This is an optimization exercise on Yosys and OpenROAD, whose aim is small area, not a production implementation.
At most, simulation tests tie the RTL to the original design; equivalence was not proved.
No activity file was given, so power comes from the tool's default toggle rates.

## red
==> flow/design.v (excerpt) <==
module fifo_32x32 (
    input  logic        clk_i,
    input  logic        rst_n_i,
    input  logic        flush_i,
    output logic        full_o,
    output logic        empty_o,
    output logic [ 5:0] cnt_o,
    input  logic [31:0] dat_i,
    input  logic        push_i,
    output logic [31:0] dat_o,
    input  logic        pop_i
);
Size in the first run: about 1600 cells after synthesis, about 77 I/O pins, roughly 36000 um^2 of cells after synthesis.
==> module fifo, before the edit <==
module fifo #(
    parameter int DATA_WIDTH       = 32,
    parameter int BUFFER_DEPTH     = 8,
    parameter int LOG_BUFFER_DEPTH = (BUFFER_DEPTH > 1) ? $clog2(BUFFER_DEPTH) : 1
) (
    input  logic                      clk_i,
    input  logic                      rst_n_i,
    input  logic                      flush_i,
    output logic                      full_o,
    output logic                      empty_o,
    output logic [LOG_BUFFER_DEPTH:0] cnt_o,
    input  logic [    DATA_WIDTH-1:0] dat_i,
    input  logic                      push_i,
    output logic [    DATA_WIDTH-1:0] dat_o,
    input  logic                      pop_i
);
  localparam int NG3 = BUFFER_DEPTH / 3;   
  localparam int NREM = BUFFER_DEPTH % 3;   
  localparam int NGRP = NG3 + NREM;   
  logic [LOG_BUFFER_DEPTH:0] s_cnt_d, s_cnt_q;
  logic [BUFFER_DEPTH-1:0][DATA_WIDTH-1:0] s_mem_q;
  logic [BUFFER_DEPTH-1:0] s_sel;
  logic push_hdshk, pop_hdshk, s_mem_en;
  assign push_hdshk = push_i & ~full_o;
  assign pop_hdshk  = pop_i & ~empty_o;
  assign cnt_o      = s_cnt_q;
  assign empty_o    = s_cnt_q == 0;
  assign full_o     = s_cnt_q == BUFFER_DEPTH;
  logic s_inc, s_dec;
  logic [LOG_BUFFER_DEPTH:0] s_all1, s_all0;
  assign s_inc = push_hdshk & ~pop_hdshk;
  assign s_dec = pop_hdshk & ~push_hdshk;
  assign s_all1[0] = s_inc;
  assign s_all0[0] = s_dec;
  for (genvar i = 1; i <= LOG_BUFFER_DEPTH; i++) begin : g_cnt
    assign s_all1[i] = s_all1[i-1] & s_cnt_q[i-1];
    assign s_all0[i] = s_all0[i-1] & ~s_cnt_q[i-1];
  end
  assign s_cnt_d = flush_i ? '0 : s_cnt_q ^ (s_all1 | s_all0);
  dffr #(LOG_BUFFER_DEPTH + 1) u_cnt_dffr (
      clk_i,
      rst_n_i,
      s_cnt_d,
      s_cnt_q
  );
  logic s_push_n;
  fifo_inv u_push_n (
      .a(push_i),
      .y(s_push_n)
  );
  fifo_nor2 u_mem_en (
      .a(s_push_n),
      .b(full_o),
      .y(s_mem_en)
  );
  always_ff @(posedge clk_i) begin
    if (s_mem_en) begin
      s_mem_q[0] <= dat_i;
      for (int i = 1; i < BUFFER_DEPTH; i++) s_mem_q[i] <= s_mem_q[i-1];
    end
  end
  localparam int LLO = LOG_BUFFER_DEPTH / 2;
  localparam int LHI = LOG_BUFFER_DEPTH - LLO;
  logic [(1<<LLO)-1:0] s_nlo;
  logic [(1<<LHI)-1:0] s_nhi;
  for (genvar j = 0; j < (1 << LLO); j++) begin : g_lo
    assign s_nlo[j] = ~(s_cnt_q[LLO-1:0] == LLO'(j));
  end
  for (genvar j = 0; j < (1 << LHI); j++) begin : g_hi
    assign s_nhi[j] = ~(s_cnt_q[LOG_BUFFER_DEPTH-1:LLO] == LHI'(j));
  end
  for (genvar i = 0; i < BUFFER_DEPTH; i++) begin : g_sel
    localparam int K = (i + 1) % (1 << LOG_BUFFER_DEPTH);
    fifo_nor2 u_sel (
        .a(s_nlo[K%(1<<LLO)]),
        .b(s_nhi[K>>LLO]),
        .y(s_sel[i])
    );
  end
  for (genvar b = 0; b < DATA_WIDTH; b++) begin : g_bit
    logic [NGRP-1:0] s_grp_n;
    for (genvar g = 0; g < NG3; g++) begin : g_grp
      fifo_aoi222 u_aoi (
          .a1(s_sel[3*g]),
          .a2(s_mem_q[3*g][b]),
          .b1(s_sel[3*g+1]),
          .b2(s_mem_q[3*g+1][b]),
          .c1(s_sel[3*g+2]),
          .c2(s_mem_q[3*g+2][b]),
          .y (s_grp_n[g])
      );
    end
    for (genvar r = 0; r < NREM; r++) begin : g_rem
      fifo_nand_n #(2) u_nand (
          .a({s_sel[3*NG3+r], s_mem_q[3*NG3+r][b]}),
          .y(s_grp_n[NG3+r])
      );
    end
    fifo_or_n #(NGRP) u_or (
        .a_n(s_grp_n),
        .y  (dat_o[b])
    );
  end
endmodule
==> module fifo_inv, before the edit <==
module fifo_inv (
    input  logic a,
    output logic y
);
  assign y = ~a;
endmodule
==> module fifo_nor2, before the edit <==
module fifo_nor2 (
    input  logic a,
    input  logic b,
    output logic y
);
  assign y = ~(a | b);
endmodule
==> flow/config.mk <==
export PLATFORM = sky130hd
export DESIGN_NAME = fifo_32x32
export DESIGN_NICKNAME = fifo_32x32
export VERILOG_FILES = /design/flow/design.v
export SDC_FILE = /design/flow/constraint.sdc
export NUM_CORES = 8
export LEC_CHECK = 0
export CAP_MARGIN = 20
export CORE_MARGIN = 2
export CORE_UTILIZATION = 70
export PLACE_DENSITY = 0.8
export SLEW_MARGIN = 20
export SYNTH_HIERARCHICAL = 1
==> flow/constraint.sdc <==
create_clock -name core_clock -period 5.0 [get_ports {clk_i}]
set_input_delay 1.0000 -clock core_clock [delete_from_list [all_inputs] [get_ports {clk_i}]]
set_output_delay 1.0000 -clock core_clock [all_outputs]
set_load 0.01 [all_outputs]
standard.sh (not shown) runs the stock make flow with config.mk's settings and CLKGATE_MAP_FILE= SYNTH_SCRIPT=/design/flow/synth_recipe.tcl, a recipe that flattens the netlist after the stock synthesis.
==> flow/flow/run.sh <==
#!/bin/bash
# Standard ORFS layout. Synthesis runs unchanged; the later steps use a
# lighter clock tree (no dummy loads, clkbuf_8 only), the smallest buffer on
# the ports, and no buffers above buf_4 for repairs.
set -euo pipefail
bash standard.sh synth > standard_synth.log 2>&1
DU="sky130_fd_sc_hd__probe_p_8 sky130_fd_sc_hd__probec_p_8 sky130_fd_sc_hd__lpflow_bleeder_1 sky130_fd_sc_hd__lpflow_clkbufkapwr_1 sky130_fd_sc_hd__lpflow_clkbufkapwr_16 sky130_fd_sc_hd__lpflow_clkbufkapwr_2 sky130_fd_sc_hd__lpflow_clkbufkapwr_4 sky130_fd_sc_hd__lpflow_clkbufkapwr_8 sky130_fd_sc_hd__lpflow_clkinvkapwr_1 sky130_fd_sc_hd__lpflow_clkinvkapwr_16 sky130_fd_sc_hd__lpflow_clkinvkapwr_2 sky130_fd_sc_hd__lpflow_clkinvkapwr_4 sky130_fd_sc_hd__lpflow_clkinvkapwr_8 sky130_fd_sc_hd__lpflow_decapkapwr_12 sky130_fd_sc_hd__lpflow_decapkapwr_3 sky130_fd_sc_hd__lpflow_decapkapwr_4 sky130_fd_sc_hd__lpflow_decapkapwr_6 sky130_fd_sc_hd__lpflow_decapkapwr_8 sky130_fd_sc_hd__lpflow_inputiso0n_1 sky130_fd_sc_hd__lpflow_inputiso0p_1 sky130_fd_sc_hd__lpflow_inputiso1n_1 sky130_fd_sc_hd__lpflow_inputiso1p_1 sky130_fd_sc_hd__lpflow_inputisolatch_1 sky130_fd_sc_hd__lpflow_isobufsrc_1 sky130_fd_sc_hd__lpflow_isobufsrc_16 sky130_fd_sc_hd__lpflow_isobufsrc_2 sky130_fd_sc_hd__lpflow_isobufsrc_4 sky130_fd_sc_hd__lpflow_isobufsrc_8 sky130_fd_sc_hd__lpflow_isobufsrckapwr_16 sky130_fd_sc_hd__lpflow_lsbuf_lh_hl_isowell_tap_1 sky130_fd_sc_hd__lpflow_lsbuf_lh_hl_isowell_tap_2 sky130_fd_sc_hd__lpflow_lsbuf_lh_hl_isowell_tap_4 sky130_fd_sc_hd__lpflow_lsbuf_lh_isowell_4 sky130_fd_sc_hd__lpflow_lsbuf_lh_isowell_tap_1 sky130_fd_sc_hd__lpflow_lsbuf_lh_isowell_tap_2 sky130_fd_sc_hd__lpflow_lsbuf_lh_isowell_tap_4 sky130_fd_sc_hd__fill_1 sky130_fd_sc_hd__fill_2 sky130_fd_sc_hd__fill_4 sky130_fd_sc_hd__fill_8  sky130_fd_sc_hd__buf_6 sky130_fd_sc_hd__buf_8 sky130_fd_sc_hd__buf_12 sky130_fd_sc_hd__buf_16 sky130_fd_sc_hd__bufbuf_8 sky130_fd_sc_hd__bufbuf_16"
bash standard.sh \
  "DONT_USE_CELLS=$DU" \
  "CTS_ARGS=-sink_clustering_enable -repair_clock_nets -dont_use_dummy_load -buf_list sky130_fd_sc_hd__clkbuf_8 -sink_clustering_size 18 -sink_clustering_max_diameter 60" \
  "BUFFER_PORTS_ARGS=-buffer_cell sky130_fd_sc_hd__buf_1" \
  finish > standard.log 2>&1
> inputs changed (red -> blue)
--- a/flow/design.v
+++ b/flow/design.v
@@ -225,5 +225,5 @@
   logic [BUFFER_DEPTH-1:0][DATA_WIDTH-1:0] s_mem_q;
   logic [BUFFER_DEPTH-1:0] s_sel;
-  logic push_hdshk, pop_hdshk, s_mem_en;
+  logic push_hdshk, pop_hdshk;
   assign push_hdshk = push_i & ~full_o;
   assign pop_hdshk  = pop_i & ~empty_o;
@@ -248,16 +248,6 @@
       s_cnt_q
   );
-  logic s_push_n;
-  fifo_inv u_push_n (
-      .a(push_i),
-      .y(s_push_n)
-  );
-  fifo_nor2 u_mem_en (
-      .a(s_push_n),
-      .b(full_o),
-      .y(s_mem_en)
-  );
   always_ff @(posedge clk_i) begin
-    if (s_mem_en) begin
+    if (push_hdshk) begin
       s_mem_q[0] <= dat_i;
       for (int i = 1; i < BUFFER_DEPTH; i++) s_mem_q[i] <= s_mem_q[i-1];
@@ -276,9 +266,5 @@
   for (genvar i = 0; i < BUFFER_DEPTH; i++) begin : g_sel
     localparam int K = (i + 1) % (1 << LOG_BUFFER_DEPTH);
-    fifo_nor2 u_sel (
-        .a(s_nlo[K%(1<<LLO)]),
-        .b(s_nhi[K>>LLO]),
-        .y(s_sel[i])
-    );
+    assign s_sel[i] = ~(s_nlo[K%(1<<LLO)] | s_nhi[K>>LLO]);
   end
   for (genvar b = 0; b < DATA_WIDTH; b++) begin : g_bit
@@ -353,15 +339,2 @@
   assign y = ~&a;
 endmodule
-module fifo_inv (
-    input  logic a,
-    output logic y
-);
-  assign y = ~a;
-endmodule
-module fifo_nor2 (
-    input  logic a,
-    input  logic b,
-    output logic y
-);
-  assign y = ~(a | b);
-endmodule
blue ended with every stage complete and zero timing, DRC or antenna violations. Taking red as the reference, in blue number of global-route vias before repair went up 513; clock share of power essentially unchanged; number of cells produced by synthesis flat. Endpoint arrival time on the critical path is higher on red. From red to blue the numbers moved as follows: proportion of cell area spent on the clock network held steady; portion of total power attributed to combinational logic grew by 0.5 points; fraction of cell area in non-clock buffers shrank by 0.31 points; worst setup slack grew by 0.050 ns; met3 routed wirelength shrank by 1.2%. Layout-stage area growth over the synthesis result: blue < red. Min global-route wire length before repair across red and blue: red.
For red, only the layout was checked, not whether the RTL still works.

==> what the ideal ports hide <==
How much do the figures lean on ideal ports? The routed layouts below were timed once more, with nothing changed but the port constraints.
Step 1 assumes that a clkbuf_16 drives the clock port and a buf_2 every other input.
Step 2 adds t to the input delays and takes it off the output delays; t is the mean of the earliest and latest rising clock arrival at the registers after step 1. Input paths then give back, and output paths get back, about the clock's delay inside the block.
a / b / c = no drivers / after step 1 / after step 2; a / b = the first two.
run	t (ns)	setup WS [ns]	worst hold slack (ns)	worst slew at a driven data input, ns
red	0.721	0.134 / 0.073 / 0.794	0.199 / 0.160 / 0.410	0.05
blue	0.685	0.184 / 0.128 / 0.813	0.244 / 0.216 / 0.374	0.05
After both steps setup and hold are still met in every run listed.
